Source: an optimization exercise on an open RTL-to-GDS flow (aim: small area, a short achievable clock period and few clock cycles). Production flows keep margins and buffers that such runs may drop. RTL that was checked went through simulation tests only; none was proved equivalent to the original. Power figures rest on the tool's default switching activity, not on a simulated workload.

==> inputs of v36 <==
==> flow/design.v (excerpt) <==
module Core (
    clk,
    rst,
    init_PC,
    imem_addr,
    imem_rdata,
    dmem_addr,
    dmem_we,
    dmem_wdata,
    dmem_rdata,
    halted
);
input clk;
input rst;
input [7:0] init_PC;
output [7:0] imem_addr;
input [11:0] imem_rdata;
output [7:0] dmem_addr;
output dmem_we;
output [7:0] dmem_wdata;
input [7:0] dmem_rdata;
output reg halted;
reg [7:0] sa;        
reg kill;            
reg [3:0] op;        
reg [7:0] imm;
reg stall;           
reg pend;            
reg z, n;
reg [3:0] cnt;       
reg [7:0] s0, s1;
reg [7:0] below;     
reg e_pushi;         
reg e_ld;            
reg e_pop;           
reg e_st;
reg e_alu;
reg e_sub;
reg e_jmp, e_jz, e_jn;   
wire e_push = e_pushi | e_ld;    
wire ex_taken = e_jmp | (e_jz & z) | (e_jn & n);
assign imem_addr = sa;
assign dmem_addr = imm;
assign dmem_we = e_st;
assign dmem_wdata = s0;
wire [3:0] rop = imem_rdata[11:8];
wire r_halt = rop[3];
wire r_jmp = (rop == 4'd3);
wire r_jz = (rop == 4'd4);
wire r_jn = (rop == 4'd5);
wire capture = ~kill & ~halted & ~stall & ~ex_taken;
wire early_res = e_pushi & (r_jmp | r_jz | r_jn);
wire early_taken = e_pushi & (r_jmp | (r_jz & z) | (r_jn & n));
wire [3:0] nop = stall ? op : rop;
wire nv = stall | (capture & ~r_halt);
wire njres = ~stall & early_res;    
wire n_stall = e_ld & ~r_halt & (rop[3:1] != 3'b000);
wire ngo = nv & ~n_stall;
wire n_full = e_push ? (cnt == 4'd7) : ((e_pop | e_alu) ? 1'b0 : cnt[3]);
wire [7:0] sa_inc = sa + 8'd1;
wire [7:0] s1_next = e_push ? (pend ? dmem_rdata : s0) : ((e_pop | e_alu) ? below : s1);
reg [7:0] alu_b;     
wire [7:0] alu_r = s0 + alu_b + {7'd0, e_sub};
wire [7:0] cz = {s0[6:0] | s1[6:0], 1'b0};
wire z_add = &((s0 ^ s1) ~^ cz);
wire z_sub = (s0 == s1);
always @(posedge clk) begin
    if (rst) begin
        sa <= init_PC;
        kill <= 1'b1;
        stall <= 1'b0;
        pend <= 1'b0;
        halted <= 1'b0;
        z <= 1'b0;
        n <= 1'b0;
        cnt <= 4'd0;
        s0 <= 8'd0;
        s1 <= 8'd0;
        e_pushi <= 1'b0;
        e_ld <= 1'b0;
        e_pop <= 1'b0;
        e_st <= 1'b0;
        e_alu <= 1'b0;
        e_jmp <= 1'b0;
        e_jz <= 1'b0;
        e_jn <= 1'b0;
    end else begin
        kill <= ex_taken | early_taken;
  ...
==> module Core, before the edit <==
module Core (
    clk,
    rst,
    init_PC,
    imem_addr,
    imem_rdata,
    dmem_addr,
    dmem_we,
    dmem_wdata,
    dmem_rdata,
    halted
);
input clk;
input rst;
input [7:0] init_PC;
output [7:0] imem_addr;
input [11:0] imem_rdata;
output [7:0] dmem_addr;
output dmem_we;
output [7:0] dmem_wdata;
input [7:0] dmem_rdata;
output reg halted;
reg [7:0] sa;        
reg kill;            
reg [3:0] op;        
reg [7:0] imm;
reg stall;           
reg pend;            
reg z, n;
reg [3:0] cnt;       
reg [7:0] s0, s1;
reg [7:0] below;     
reg e_pushi;         
reg e_ld;            
reg e_pop;           
reg e_st;
reg e_alu;
reg e_sub;
reg e_jmp, e_jz, e_jn;   
wire e_push = e_pushi | e_ld;    
wire ex_taken = e_jmp | (e_jz & z) | (e_jn & n);
assign imem_addr = sa;
assign dmem_addr = imm;
assign dmem_we = e_st;
assign dmem_wdata = s0;
wire [3:0] rop = imem_rdata[11:8];
wire r_halt = rop[3];
wire r_jmp = (rop == 4'd3);
wire r_jz = (rop == 4'd4);
wire r_jn = (rop == 4'd5);
wire capture = ~kill & ~halted & ~stall & ~ex_taken;
wire early_res = e_pushi & (r_jmp | r_jz | r_jn);
wire early_taken = e_pushi & (r_jmp | (r_jz & z) | (r_jn & n));
wire [3:0] nop = stall ? op : rop;
wire nv = stall | (capture & ~r_halt);
wire njres = ~stall & early_res;    
wire n_stall = e_ld & ~r_halt & (rop[3:1] != 3'b000);
wire ngo = nv & ~n_stall;
wire n_full = e_push ? (cnt == 4'd7) : ((e_pop | e_alu) ? 1'b0 : cnt[3]);
wire [7:0] sa_inc = sa + 8'd1;
wire [7:0] s1_next = e_push ? (pend ? dmem_rdata : s0) : ((e_pop | e_alu) ? below : s1);
reg [7:0] alu_b;     
wire [7:0] alu_r = s0 + alu_b + {7'd0, e_sub};
wire [7:0] cz = {s0[6:0] | s1[6:0], 1'b0};
wire z_add = &((s0 ^ s1) ~^ cz);
wire z_sub = (s0 == s1);
always @(posedge clk) begin
    if (rst) begin
        sa <= init_PC;
        kill <= 1'b1;
        stall <= 1'b0;
        pend <= 1'b0;
        halted <= 1'b0;
        z <= 1'b0;
        n <= 1'b0;
        cnt <= 4'd0;
        s0 <= 8'd0;
        s1 <= 8'd0;
        e_pushi <= 1'b0;
        e_ld <= 1'b0;
        e_pop <= 1'b0;
        e_st <= 1'b0;
        e_alu <= 1'b0;
        e_jmp <= 1'b0;
        e_jz <= 1'b0;
        e_jn <= 1'b0;
    end else begin
        kill <= ex_taken | early_taken;
        sa <= ({8{ex_taken}} & s0) | ({8{early_taken}} & imm) |
              ({8{n_stall}} & sa) | ({8{~(ex_taken | early_taken | n_stall)}} & sa_inc);
        if (!stall) begin
            op <= rop;
            imm <= imem_rdata[7:0];
        end
        if (capture & r_halt)
            halted <= 1'b1;
        stall <= n_stall;
        pend <= e_ld;
        e_pushi <= ngo & (nop == 4'd0) & ~n_full;
        e_ld <= ngo & (nop == 4'd1) & ~n_full;
        e_pop <= ngo & ((nop[3:1] == 3'b001) | (nop[3:1] == 3'b010));
        e_st <= ngo & (nop == 4'd2);
        e_alu <= ngo & (nop[3:1] == 3'b011);
        e_jmp <= ngo & ~njres & (nop == 4'd3);
        e_jz <= ngo & ~njres & (nop == 4'd4);
        e_jn <= ngo & ~njres & (nop == 4'd5);
        if (e_push)
            cnt <= cnt + 4'd1;
        else if (e_pop & (cnt != 4'd0))
            cnt <= cnt - 4'd1;
        else if (e_alu & (cnt != 4'd1))
            cnt <= (cnt == 4'd0) ? 4'd1 : cnt - 4'd1;
        if (e_pushi)
            s0 <= imm;
        else if (e_pop)
            s0 <= s1;
        else if (e_alu)
            s0 <= alu_r;
        else if (pend)
            s0 <= dmem_rdata;
        s1 <= s1_next;
        if (e_alu) begin
            z <= e_sub ? z_sub : z_add;
            n <= alu_r[7];
        end
    end
end
always @(posedge clk) begin
    e_sub <= (nop == 4'd7);
    alu_b <= (nop == 4'd7) ? ~s1_next : s1_next;
end
reg [7:0] f0, f1, f2, f3, f4, f5;
always @(posedge clk) begin
    if (e_push) begin
        case (cnt)
            4'd2: f0 <= s1;
            4'd3: f1 <= s1;
            4'd4: f2 <= s1;
            4'd5: f3 <= s1;
            4'd6: f4 <= s1;
            4'd7: f5 <= s1;
            default: ;
        endcase
    end
end
always @(*) begin
    case (cnt)
        4'd3: below = f0;
        4'd4: below = f1;
        4'd5: below = f2;
        4'd6: below = f3;
        4'd7: below = f4;
        4'd8: below = f5;
        default: below = 8'd0;
    endcase
end
endmodule
==> flow/config.mk <==
export PLATFORM = sky130hd
export DESIGN_NAME = Core
export DESIGN_NICKNAME = Core
export VERILOG_FILES = /design/flow/design.v
export SDC_FILE = /design/flow/constraint.sdc
export NUM_CORES = 4
export LEC_CHECK = 0
export ABC_CLOCK_PERIOD_IN_PS = 1700
export CAP_MARGIN = 20
export CORE_MARGIN = 2
export CORE_UTILIZATION = 60
export CTS_BUF_LIST = sky130_fd_sc_hd__clkbuf_8
export SETUP_SLACK_MARGIN = 2.3
export SLEW_MARGIN = 20
==> flow/constraint.sdc <==
create_clock -name core_clock -period 4.0 [get_ports {clk}]
set_input_delay 0.8000 -clock core_clock [delete_from_list [all_inputs] [get_ports {clk}]]
set_output_delay 0.8000 -clock core_clock [all_outputs]
set_load 0.01 [all_outputs]
standard.sh (not shown) runs the stock make flow with config.mk's settings and CLKGATE_MAP_FILE= SYNTH_SCRIPT=/design/flow/synth_recipe.tcl, a recipe that flattens the netlist after the stock synthesis.
==> flow/flow/run.sh <==
#!/bin/bash
# The standard layout (the standard.sh), except that the port buffers
# are sky130_fd_sc_hd__buf_1 cells rather than the delay buffers that
# buffer_ports picks by default. make's full output goes to standard.log;
# ORFS keeps each step's own log under orfs/logs/.
set -euo pipefail
export BUFFER_PORTS_ARGS="-buffer_cell sky130_fd_sc_hd__buf_1"
bash standard.sh > standard.log 2>&1
==> v17 (differences from v36) <==
==> flow/design.v (replaced) <==
module Core (
    clk,
    rst,
    init_PC,
    imem_addr,
    imem_rdata,
    dmem_addr,
    dmem_we,
    dmem_wdata,
    dmem_rdata,
    halted
);
input clk;
input rst;
input [7:0] init_PC;
output [7:0] imem_addr;
input [11:0] imem_rdata;
output [7:0] dmem_addr;
output dmem_we;
output [7:0] dmem_wdata;
input [7:0] dmem_rdata;
output reg halted;
reg [7:0] sa;        
reg kill;            
reg [7:0] imm;       
reg pend;            
reg z, n;
reg [3:0] cnt;       
reg [7:0] s0, s1;
reg [7:0] below;     
reg e_pushi;         
reg e_ldp;           
reg e_ldl;           
reg e_pop;           
reg e_st;
reg e_alu;
reg e_sub;
reg e_jmp, e_jz, e_jn;   
wire e_ld = e_ldp | e_ldl;
wire e_push = e_pushi | e_ld;    
wire ex_taken = e_jmp | (e_jz & z) | (e_jn & n);
reg port_x;          
reg port_f;          
assign imem_addr = sa;
assign dmem_addr = ({8{port_x}} & imm) | ({8{port_f}} & imem_rdata[7:0]);
assign dmem_we = e_st;
assign dmem_wdata = s0;
wire [3:0] rop = imem_rdata[11:8];
wire r_halt = rop[3];
wire r_jmp = (rop == 4'd3);
wire r_jz = (rop == 4'd4);
wire r_jn = (rop == 4'd5);
wire capture = ~kill & ~halted & ~ex_taken & ~e_ldl;
wire early_res = e_pushi & (r_jmp | r_jz | r_jn);
wire early_taken = e_pushi & (r_jmp | (r_jz & z) | (r_jn & n));
wire late = capture & (rop == 4'd1) & port_x;
wire nv = capture & ~r_halt;
wire n_full = e_push ? (cnt == 4'd7) : ((e_pop | e_alu) ? 1'b0 : cnt[3]);
wire [7:0] sa_inc = sa + 8'd1;
wire [7:0] alu_b = e_sub ? ~s1 : s1;
wire [7:0] alu_r = s0 + alu_b + {7'd0, e_sub};
wire [7:0] cz = {s0[6:0] | s1[6:0], 1'b0};
wire z_add = &((s0 ^ s1) ~^ cz);
wire z_sub = (s0 == s1);
always @(posedge clk) begin
    if (rst) begin
        sa <= init_PC;
        kill <= 1'b1;
        pend <= 1'b0;
        halted <= 1'b0;
        z <= 1'b0;
        n <= 1'b0;
        cnt <= 4'd0;
        s0 <= 8'd0;
        s1 <= 8'd0;
        e_pushi <= 1'b0;
        e_ldp <= 1'b0;
        e_ldl <= 1'b0;
        e_pop <= 1'b0;
        e_st <= 1'b0;
        e_alu <= 1'b0;
        e_jmp <= 1'b0;
        e_jz <= 1'b0;
        e_jn <= 1'b0;
        port_x <= 1'b0;
        port_f <= 1'b1;
    end else begin
        kill <= ex_taken | early_taken | late;
        sa <= ({8{ex_taken}} & s0) | ({8{early_taken}} & imm) |
              ({8{late}} & sa) | ({8{~(ex_taken | early_taken | late)}} & sa_inc);
        if (capture & r_halt)
            halted <= 1'b1;
        pend <= e_ldl;
        e_pushi <= nv & (rop == 4'd0) & ~n_full;
        e_ldp <= nv & (rop == 4'd1) & ~n_full & ~port_x;
        e_ldl <= nv & (rop == 4'd1) & ~n_full & port_x;
        e_pop <= nv & ((rop[3:1] == 3'b001) | (rop[3:1] == 3'b010));
        e_st <= nv & (rop == 4'd2);
        port_x <= nv & ((rop == 4'd2) | ((rop == 4'd1) & ~n_full & port_x));
        port_f <= ~(nv & ((rop == 4'd2) | ((rop == 4'd1) & ~n_full & port_x)));
        e_alu <= nv & (rop[3:1] == 3'b011);
        e_jmp <= nv & ~early_res & (rop == 4'd3);
        e_jz <= nv & ~early_res & (rop == 4'd4);
        e_jn <= nv & ~early_res & (rop == 4'd5);
        if (e_push)
            cnt <= cnt + 4'd1;
        else if (e_pop & (cnt != 4'd0))
            cnt <= cnt - 4'd1;
        else if (e_alu & (cnt != 4'd1))
            cnt <= (cnt == 4'd0) ? 4'd1 : cnt - 4'd1;
        if (e_pushi)
            s0 <= imm;
        else if (e_pop)
            s0 <= s1;
        else if (e_alu)
            s0 <= alu_r;
        else if (e_ld | pend)
            s0 <= dmem_rdata;
        if (e_push)
            s1 <= s0;
        else if (e_pop | e_alu)
            s1 <= below;
        if (e_alu) begin
            z <= e_sub ? z_sub : z_add;
            n <= alu_r[7];
        end
    end
end
always @(posedge clk) begin
    imm <= imem_rdata[7:0];
    e_sub <= (rop == 4'd7);
end
reg [7:0] f0, f1, f2, f3, f4, f5;
always @(posedge clk) begin
    if (e_push) begin
        case (cnt)
            4'd2: f0 <= s1;
            4'd3: f1 <= s1;
            4'd4: f2 <= s1;
            4'd5: f3 <= s1;
            4'd6: f4 <= s1;
            4'd7: f5 <= s1;
            default: ;
        endcase
    end
end
always @(*) begin
    case (cnt)
        4'd3: below = f0;
        4'd4: below = f1;
        4'd5: below = f2;
        4'd6: below = f3;
        4'd7: below = f4;
        4'd8: below = f5;
        default: below = 8'd0;
    endcase
end
endmodule
Settings changed: ABC_AREA set to 1, ABC_CLOCK_PERIOD_IN_PS 1700 to 1900, CTS_BUF_LIST sky130_fd_sc_hd__clkbuf_8 to sky130_fd_sc_hd__clkbuf_4 sky130_fd_sc_hd__clkbuf_8, GPL_TIMING_DRIVEN set to 0, SETUP_SLACK_MARGIN 2.3 to 2.05, TNS_END_PERCENT set to 30.
==> results.txt <==
| quantity | v36 | v17 |
|---|---|---|
| Status | timing/DRC/antenna clean | timing/DRC/antenna clean |
| Area of combinational cells with multiple inputs | 0.002634 mm^2 | 0.002246 mm^2 |
| Post-detailed-placement cell area | 0.005675 mm^2 | 0.005370 mm^2 |
| Estimated wirelength of the detail-placed design | 9226 um | 9307 um |
| Actual slew at the worst max-slew pin | 0.6182 ns | 0.8288 ns |
| Well-Tap Cells | 108 | 105 |
| NumNets Final | 644 | 672 |
| TritonCTS Sinks | 111 | 101 |
| Met2 layer usage reported by global route | 45.32% | 50.47% |
| Launch point of the worst path | e_sub | imem_rdata[0] |
| Overall die width | 98.29 um | 95.58 um |
| Clock power share | 29.2% | 31.2% |
| Simple-gate share of the synthesized area | 13.11% | 19.97% |
| Final critical-path share of the clock period | 47.27% | 49.84% |
| Crit Path Class | flop to flop | input port to output port |
| Most frequent cell after synthesis | edfxtp_1 | nand2_1 |
| Count of state elements after synthesis | 111 | 101 |
| Max transition margin | 57.61% | 44.54% |
| Average routed wire per standard cell | 21.13 um | 17.09 um |
| Reg2Reg Setup Slack | 2.11 ns | 2.05 ns |
Testbench counts of v17, summed over its fixed seeds: cycles 36,554.
No functional check of the RTL was part of v36.

-- port drivers added, routing unchanged --
In the flow no input, the clock included, has a driving cell. The finished layouts below were timed again as built, in two steps. Step 1 (the two cells are an assumption about what drives the block):
set clk [get_ports {clk}]
set_driving_cell -lib_cell sky130_fd_sc_hd__clkbuf_16 $clk
set_driving_cell -lib_cell sky130_fd_sc_hd__buf_2 [delete_from_list [all_inputs] $clk]
Step 2 also shifts input and output timing later by t, the mid clock arrival at the registers, as if the neighbouring blocks saw the same clock. Three values: ideal ports, drivers, drivers and shift; two values: the first two.
run | shift t [ns] | setup slack, ns | worst setup path after step 2 | worst register clock-pin slew, ns | worst slew at a driven data input, ns
v36 | 0.412 | 2.109 / 2.109 / 1.732 | input to register | 0.11 / 0.11 | 0.10
v17 | 0.387 | 2.006 / 1.985 / 1.773 | input to register | 0.10 / 0.10 | 0.06
After both steps setup and hold are still met in every run listed. The setup slack of v36, which loses most, moves by 0.000 ns with the drivers and by -0.377 ns with both steps.
